Background: an optimization exercise with open tools, aiming at small area, a short achievable clock period and few clock cycles. Do not read the settings as production practice.
Only simulation tests tie the RTL to the original design; equivalence was not proved.

==> inputs of yarrow <==
==> flow/design.v <==
module riscv_core
(
    input   logic           clk,
    input   logic           rst,
    output  logic   [31:0]  imem_address,
    output  logic           imem_read,
    input   logic   [31:0]  imem_rdata,
    input   logic           imem_resp,
    output  logic   [31:0]  dmem_address,
    output  logic           dmem_read,
    output  logic           dmem_write,
    output  logic   [3:0]   dmem_wmask,
    output  logic   [31:0]  dmem_wdata,
    input   logic   [31:0]  dmem_rdata,
    input   logic           dmem_resp
);
    logic [31:0] rf [1:31];
    logic        d_v;
    logic [31:0] d_ir;
    logic [31:2] d_nxt;              
    logic [31:2] d_tgt;              
    logic        d_pt;               
    logic        e_v;
    logic [31:0] e_a, e_b, e_opb;
    logic [31:2] e_alt;              
    logic [4:0]  e_rd;
    logic [2:0]  e_f3;
    logic        e_sub, e_sra, e_we, e_load, e_store, e_br, e_jalr, e_alt_res, e_pt;
    logic        r_redir;
    logic        m_v;
    logic [31:0] m_res;              
    logic [31:0] m_wdata;            
    logic [3:0]  m_wmask;
    logic [4:0]  m_rd;
    logic [2:0]  m_f3;
    logic        m_we, m_load, m_store;
    wire frz = m_v & (m_load | m_store) & ~dmem_resp;
    logic        f_seq;
    assign imem_address = {({30{r_redir}} & m_wdata[31:2]) | ({30{d_pt}} & d_tgt) | ({30{f_seq}} & d_nxt), 2'b00};
    assign imem_read    = 1'b1;
    wire [31:0] fi = imem_rdata;
    wire [4:0]  f_opc = fi[6:2];
    wire [31:2] f_pc  = imem_address[31:2];
    wire [31:2] t_b = f_pc + {{20{fi[31]}}, fi[7], fi[30:25], fi[11:9]};
    wire [31:2] t_j = f_pc + {{12{fi[31]}}, fi[19:12], fi[20], fi[30:22]};
    wire [31:2] t_u = {f_pc[31:12] + fi[31:12], f_pc[11:2]};
    wire [31:2] t_f = d_tgt + {{21{fi[31]}}, fi[30:22]};
    wire        f_fuse = (f_opc == 5'b11001) & d_auipc_rd & (d_ir[11:7] == fi[19:15]);
    wire        s_j = f_opc == 5'b11011;
    wire        s_u = f_opc == 5'b00101;
    wire        s_b = ~(s_j | s_u | f_fuse);
    wire [31:2] f_tgt = ({30{f_fuse}} & t_f) | ({30{s_j}} & t_j) | ({30{s_u}} & t_u) | ({30{s_b}} & t_b);
    wire        f_pred = s_j | f_fuse | ((f_opc == 5'b11000) & (fi[31] | fi[14:12] == 3'b001));
    wire [4:0] opc = d_ir[6:2];
    wire [2:0] f3  = d_ir[14:12];
    wire [4:0] rd  = d_ir[11:7];
    wire [4:0] rs1 = d_ir[19:15];
    wire [4:0] rs2 = d_ir[24:20];
    wire is_lui   = opc == 5'b01101;
    wire is_auipc = opc == 5'b00101;
    wire is_jal   = opc == 5'b11011;
    wire is_jalr  = opc == 5'b11001;
    wire is_br    = opc == 5'b11000;
    wire is_load  = opc == 5'b00000;
    wire is_store = opc == 5'b01000;
    wire is_reg   = opc == 5'b01100;
    wire use1 = ~(is_lui | is_auipc | is_jal);
    wire use2 = is_reg | is_store | is_br;
    wire [31:0] i_imm = {{21{d_ir[31]}}, d_ir[30:20]};
    wire [31:0] s_imm = {{21{d_ir[31]}}, d_ir[30:25], d_ir[11:7]};
    wire [31:0] u_imm = {d_ir[31:12], 12'h000};
    wire d_auipc_rd = d_v & is_auipc & (rd != 5'd0);
    logic [31:0] rf_a, rf_b;
    always_comb begin
        rf_a = 32'd0;
        rf_b = 32'd0;
        for (int i = 1; i < 32; i++) begin
            rf_a = rf_a | ({32{rs1 == i[4:0]}} & rf[i]);
            rf_b = rf_b | ({32{rs2 == i[4:0]}} & rf[i]);
        end
    end
    logic [31:0] e_res, m_wd;
    wire e_fwd1 = e_v & e_we & (e_rd == rs1);
    wire e_fwd2 = e_v & e_we & (e_rd == rs2);
    wire m_fwd1 = m_v & m_we & (m_rd == rs1);
    wire m_fwd2 = m_v & m_we & (m_rd == rs2);
    wire [31:0] fa = e_fwd1 ? e_res : m_fwd1 ? m_wd : rf_a;
    wire [31:0] fb = e_fwd2 ? e_res : m_fwd2 ? m_wd : rf_b;
    wire dstall = d_v & e_v & e_load & ((e_fwd1 & use1) | (e_fwd2 & use2));
    wire [31:0] sum = e_a + (e_sub ? ~e_opb : e_opb) + {31'd0, e_sub};
    wire        slt = {e_a[31] ^ ~e_f3[0], e_a[30:0]} < {e_opb[31] ^ ~e_f3[0], e_opb[30:0]};
    wire [31:0] sr  = $signed({e_sra & e_a[31], e_a}) >>> e_opb[4:0];
    logic [31:0] alu;
    always_comb begin
        case (e_f3)
            3'b000: alu = sum;
            3'b001: alu = e_a << e_opb[4:0];
            3'b010, 3'b011: alu = {31'd0, slt};
            3'b100: alu = e_a ^ e_opb;
            3'b101: alu = sr;
            3'b110: alu = e_a | e_opb;
            default: alu = e_a & e_opb;
        endcase
    end
    assign e_res = e_alt_res ? {e_alt, 2'b00} : alu;
    wire        beq  = e_a == e_opb;
    wire        blt  = {e_a[31] ^ ~e_f3[1], e_a[30:0]} < {e_opb[31] ^ ~e_f3[1], e_opb[30:0]};
    wire        cond = (e_f3[2] ? blt : beq) ^ e_f3[0];
    wire        e_mis = e_v & ((e_br & (cond ^ e_pt)) | (e_jalr & ~e_pt));
    wire [1:0] bo = sum[1:0];
    assign dmem_address = {m_res[31:2], 2'b00};
    assign dmem_read    = m_v & m_load;
    assign dmem_write   = m_v & m_store;
    assign dmem_wdata   = m_wdata;
    assign dmem_wmask   = m_wmask;
    wire [15:0] lh_d = m_res[1] ? dmem_rdata[31:16] : dmem_rdata[15:0];
    wire [7:0]  lb_d = m_res[0] ? lh_d[15:8] : lh_d[7:0];
    always_comb begin
        if (!m_load)               m_wd = m_res;
        else if (m_f3[1:0] == 2'b00) m_wd = {{24{lb_d[7] & ~m_f3[2]}}, lb_d};
        else if (m_f3[1:0] == 2'b01) m_wd = {{16{lh_d[15] & ~m_f3[2]}}, lh_d};
        else                       m_wd = dmem_rdata;
    end
    always_ff @(posedge clk) begin
        if (m_v & m_we & ~frz) rf[m_rd] <= m_wd;
    end
    wire f_take = ~frz & ~dstall;    
    always_ff @(posedge clk) begin
        if (rst) begin
            d_v     <= 1'b0;
            d_pt    <= 1'b0;
            f_seq   <= 1'b1;
            d_nxt   <= 30'h1000_0000;
            e_v     <= 1'b0;
            m_v     <= 1'b0;
            r_redir <= 1'b0;
        end else if (!frz) begin
            r_redir <= e_mis;
            f_seq   <= ~e_mis & (dstall ? ~d_pt : ~(imem_resp & f_pred));
            m_v     <= e_v;
            e_v     <= d_v & ~e_mis & ~dstall;
            if (!dstall) begin
                d_v   <= imem_resp & ~e_mis;
                d_pt  <= imem_resp & ~e_mis & f_pred;
                d_nxt <= imem_address[31:2] + {29'd0, imem_resp};
            end
        end
    end
    always_ff @(posedge clk) begin
        if (f_take) begin
            d_ir  <= imem_rdata;
            d_tgt <= f_tgt;
        end
        if (!frz) begin
            e_a       <= is_lui ? 32'd0 : fa;
            e_b       <= fb;
            e_opb     <= (is_reg | is_br) ? fb : is_store ? s_imm : is_lui ? u_imm : i_imm;
            e_alt     <= (d_pt | is_jal | is_jalr) ? d_nxt : d_tgt;
            e_rd      <= rd;
            e_f3      <= is_lui ? 3'b000 : f3;
            e_sub     <= is_reg & d_ir[30];
            e_sra     <= d_ir[30];
            e_we      <= ~is_br & ~is_store & (rd != 5'd0);
            e_load    <= is_load;
            e_store   <= is_store;
            e_br      <= is_br;
            e_jalr    <= is_jalr;
            e_alt_res <= is_jal | is_jalr | is_auipc;
            e_pt      <= d_pt;
            m_res     <= (e_load | e_store) ? sum : e_res;
            m_rd      <= e_rd;
            m_f3      <= e_f3;
            m_we      <= e_we;
            m_load    <= e_load;
            m_store   <= e_store;
            case (e_f3[1:0])
                2'b00:   begin m_wdata <= {4{e_b[7:0]}};  m_wmask <= 4'b0001 << bo; end
                2'b01:   begin m_wdata <= {2{e_b[15:0]}}; m_wmask <= {bo[1], bo[1], ~bo[1], ~bo[1]}; end
                default: begin m_wdata <= e_b;            m_wmask <= 4'b1111; end
            endcase
            if (e_br | e_jalr) m_wdata <= {e_jalr ? sum[31:2] : e_alt, 2'b00};
        end
    end
endmodule
==> flow/flow/run.sh <==
#!/bin/bash
# Layout flow: the standard ORFS flow (standard.sh, unchanged synthesis),
# with a larger setup repair margin so repair_timing keeps improving the
# critical paths past the 12 ns target, and buf_2 cells as port buffers.
# make's output goes to make_finish.log here; each ORFS step writes its own
# log under orfs/logs/.
set -euo pipefail
cd "$(dirname "$0")/.."
bash standard.sh \
    SETUP_SLACK_MARGIN=7.5 \
    'BUFFER_PORTS_ARGS=-buffer_cell sky130_fd_sc_hd__buf_2' \
    finish > make_finish.log 2>&1
==> flow/standard.sh <==
#!/bin/bash
# synth_recipe.tcl (not shown) runs the flow's synth.tcl, then flattens the netlist and writes it again
# the make line also repeats each setting of config.mk as NAME=value (left out here)
make -C /OpenROAD-flow-scripts/flow DESIGN_CONFIG=/design/flow/config.mk WORK_HOME=/design/flow/orfs CLKGATE_MAP_FILE= SYNTH_SCRIPT=/design/flow/synth_recipe.tcl "${@:-finish}"
==> flow/config.mk <==
export PLATFORM = sky130hd
export DESIGN_NAME = riscv_core
export DESIGN_NICKNAME = riscv_core
export VERILOG_FILES = /design/flow/design.v
export SDC_FILE = /design/flow/constraint.sdc
export NUM_CORES = 4
export LEC_CHECK = 0
export CAP_MARGIN = 20
export CORE_MARGIN = 2
export CORE_UTILIZATION = 40
export SLEW_MARGIN = 20
==> flow/constraint.sdc <==
create_clock -name core_clock -period 12.0 [get_ports {clk}]
set_input_delay 2.4000 -clock core_clock [delete_from_list [all_inputs] [get_ports {clk}]]
set_output_delay 2.4000 -clock core_clock [all_outputs]
set_load 0.01 [all_outputs]
==> zinc (differences from yarrow) <==
--- a/flow/design.v
+++ b/flow/design.v
@@ -34,4 +34,7 @@
     logic [4:0]  m_rd;
-    logic [2:0]  m_f3;
     logic        m_we, m_load, m_store;
+    logic [3:0]  m_k;
+    logic [1:0]  m_h;
+    logic        m_w, m_nl;
+    logic [3:0]  m_sb, m_sf;
     wire frz = m_v & (m_load | m_store) & ~dmem_resp;
@@ -110,2 +113,7 @@
     wire [1:0] bo = sum[1:0];
+    wire [3:0] lane = 4'b0001 << bo;
+    wire       l_b = e_load & (e_f3[1:0] == 2'b00);
+    wire       l_h = e_load & (e_f3[1:0] == 2'b01);
+    wire       l_w = e_load & e_f3[1];
+    wire       l_s = ~e_f3[2];
     assign dmem_address = {m_res[31:2], 2'b00};
@@ -115,10 +123,10 @@
     assign dmem_wmask   = m_wmask;
-    wire [15:0] lh_d = m_res[1] ? dmem_rdata[31:16] : dmem_rdata[15:0];
-    wire [7:0]  lb_d = m_res[0] ? lh_d[15:8] : lh_d[7:0];
-    always_comb begin
-        if (!m_load)               m_wd = m_res;
-        else if (m_f3[1:0] == 2'b00) m_wd = {{24{lb_d[7] & ~m_f3[2]}}, lb_d};
-        else if (m_f3[1:0] == 2'b01) m_wd = {{16{lh_d[15] & ~m_f3[2]}}, lh_d};
-        else                       m_wd = dmem_rdata;
-    end
+    wire [31:0] r = dmem_rdata;
+    wire [3:0]  r_sgn  = {r[31], r[23], r[15], r[7]};
+    wire        fill8  = |(m_sb & r_sgn);
+    wire        fill16 = |(m_sf & r_sgn);
+    assign m_wd[7:0]   = ({8{m_k[0]}} & r[7:0]) | ({8{m_k[1]}} & r[15:8]) | ({8{m_k[2]}} & r[23:16]) |
+                         ({8{m_k[3]}} & r[31:24]) | ({8{m_nl}} & m_res[7:0]);
+    assign m_wd[15:8]  = ({8{m_h[0]}} & r[15:8]) | ({8{m_h[1]}} & r[31:24]) | {8{fill8}} | ({8{m_nl}} & m_res[15:8]);
+    assign m_wd[31:16] = ({16{m_w}} & r[31:16]) | {16{fill16}} | ({16{m_nl}} & m_res[31:16]);
     always_ff @(posedge clk) begin
@@ -171,3 +179,8 @@
             m_rd      <= e_rd;
-            m_f3      <= e_f3;
+            m_k       <= ({4{l_b}} & lane) | {1'b0, l_h & bo[1], 1'b0, l_w | (l_h & ~bo[1])};
+            m_h       <= {l_h & bo[1], l_w | (l_h & ~bo[1])};
+            m_w       <= l_w;
+            m_nl      <= ~e_load;
+            m_sb      <= {4{l_b & l_s}} & lane;
+            m_sf      <= ({4{l_b & l_s}} & lane) | {l_h & l_s & bo[1], 1'b0, l_h & l_s & ~bo[1], 1'b0};
             m_we      <= e_we;
Settings changed: CTS_CLUSTER_DIAMETER set to 100, CTS_CLUSTER_SIZE set to 25.
==> impl_metrics.json <==
{
  "status": "complete, no violations",
  "grt_use_met1_pct": 50.2,
  "num-nonclk-inverters": 158,
  "max_freq_mhz": 212,
  "multi_input_area_share_pct": 39.3,
  "rrSetupSlack_ns": 7.28,
  "wl_met1_um": 127000,
  "leakage_nw": 27.8,
  "final_area_um2": 78800,
  "fin_crit_sh_pct": 39.4,
  "wl_met3_um": 58400
}
(the above is from zinc)
==> impl_metrics.json <==
{
  "wl_met3_um": 64000,
  "num-nonclk-inverters": 163,
  "final_area_um2": 82600,
  "status": "complete, no violations",
  "max_freq_mhz": 211,
  "fin_crit_sh_pct": 39.5,
  "rrSetupSlack_ns": 7.26
}
(the above is from yarrow)
Testbench counts of yarrow, summed over its fixed seeds: cycles 17,541.
Testbench counts of zinc, summed over its fixed seeds: cycles 17,541.

## afterwards: timing with drivers on the ports
No port has a modelled driver above. Below, the same layouts with a new extraction and two added sets of constraints.
Step 1, drivers: a clkbuf_16 drives clk and a buf_2 each remaining input, both assumed.
Step 2 adds t to the input delays and takes it off the output delays; t is the mean of the earliest and latest rising clock arrival at the registers after step 1. Input paths then give back, and output paths get back, about the clock's delay inside the block.
Slacks: ideal ports / drivers / drivers and shift; pairs: ideal ports / drivers.
| run | t (ns) | slack for setup (ns) | worst setup path after step 2 | worst slew at a driven data input, ns | pins driven straight from the clock port |
|---|---|---|---|---|---|
| yarrow | 0.895 | 7.256 / 7.224 / 6.466 | input to register | 0.14 | 1 |
| zinc | 0.835 | 7.275 / 7.275 / 6.659 | input to register | 0.14 | 1 |
After both steps every run listed still meets setup and hold. The setup slack of yarrow, which loses most, moves by -0.032 ns with the drivers and by -0.790 ns with both steps.
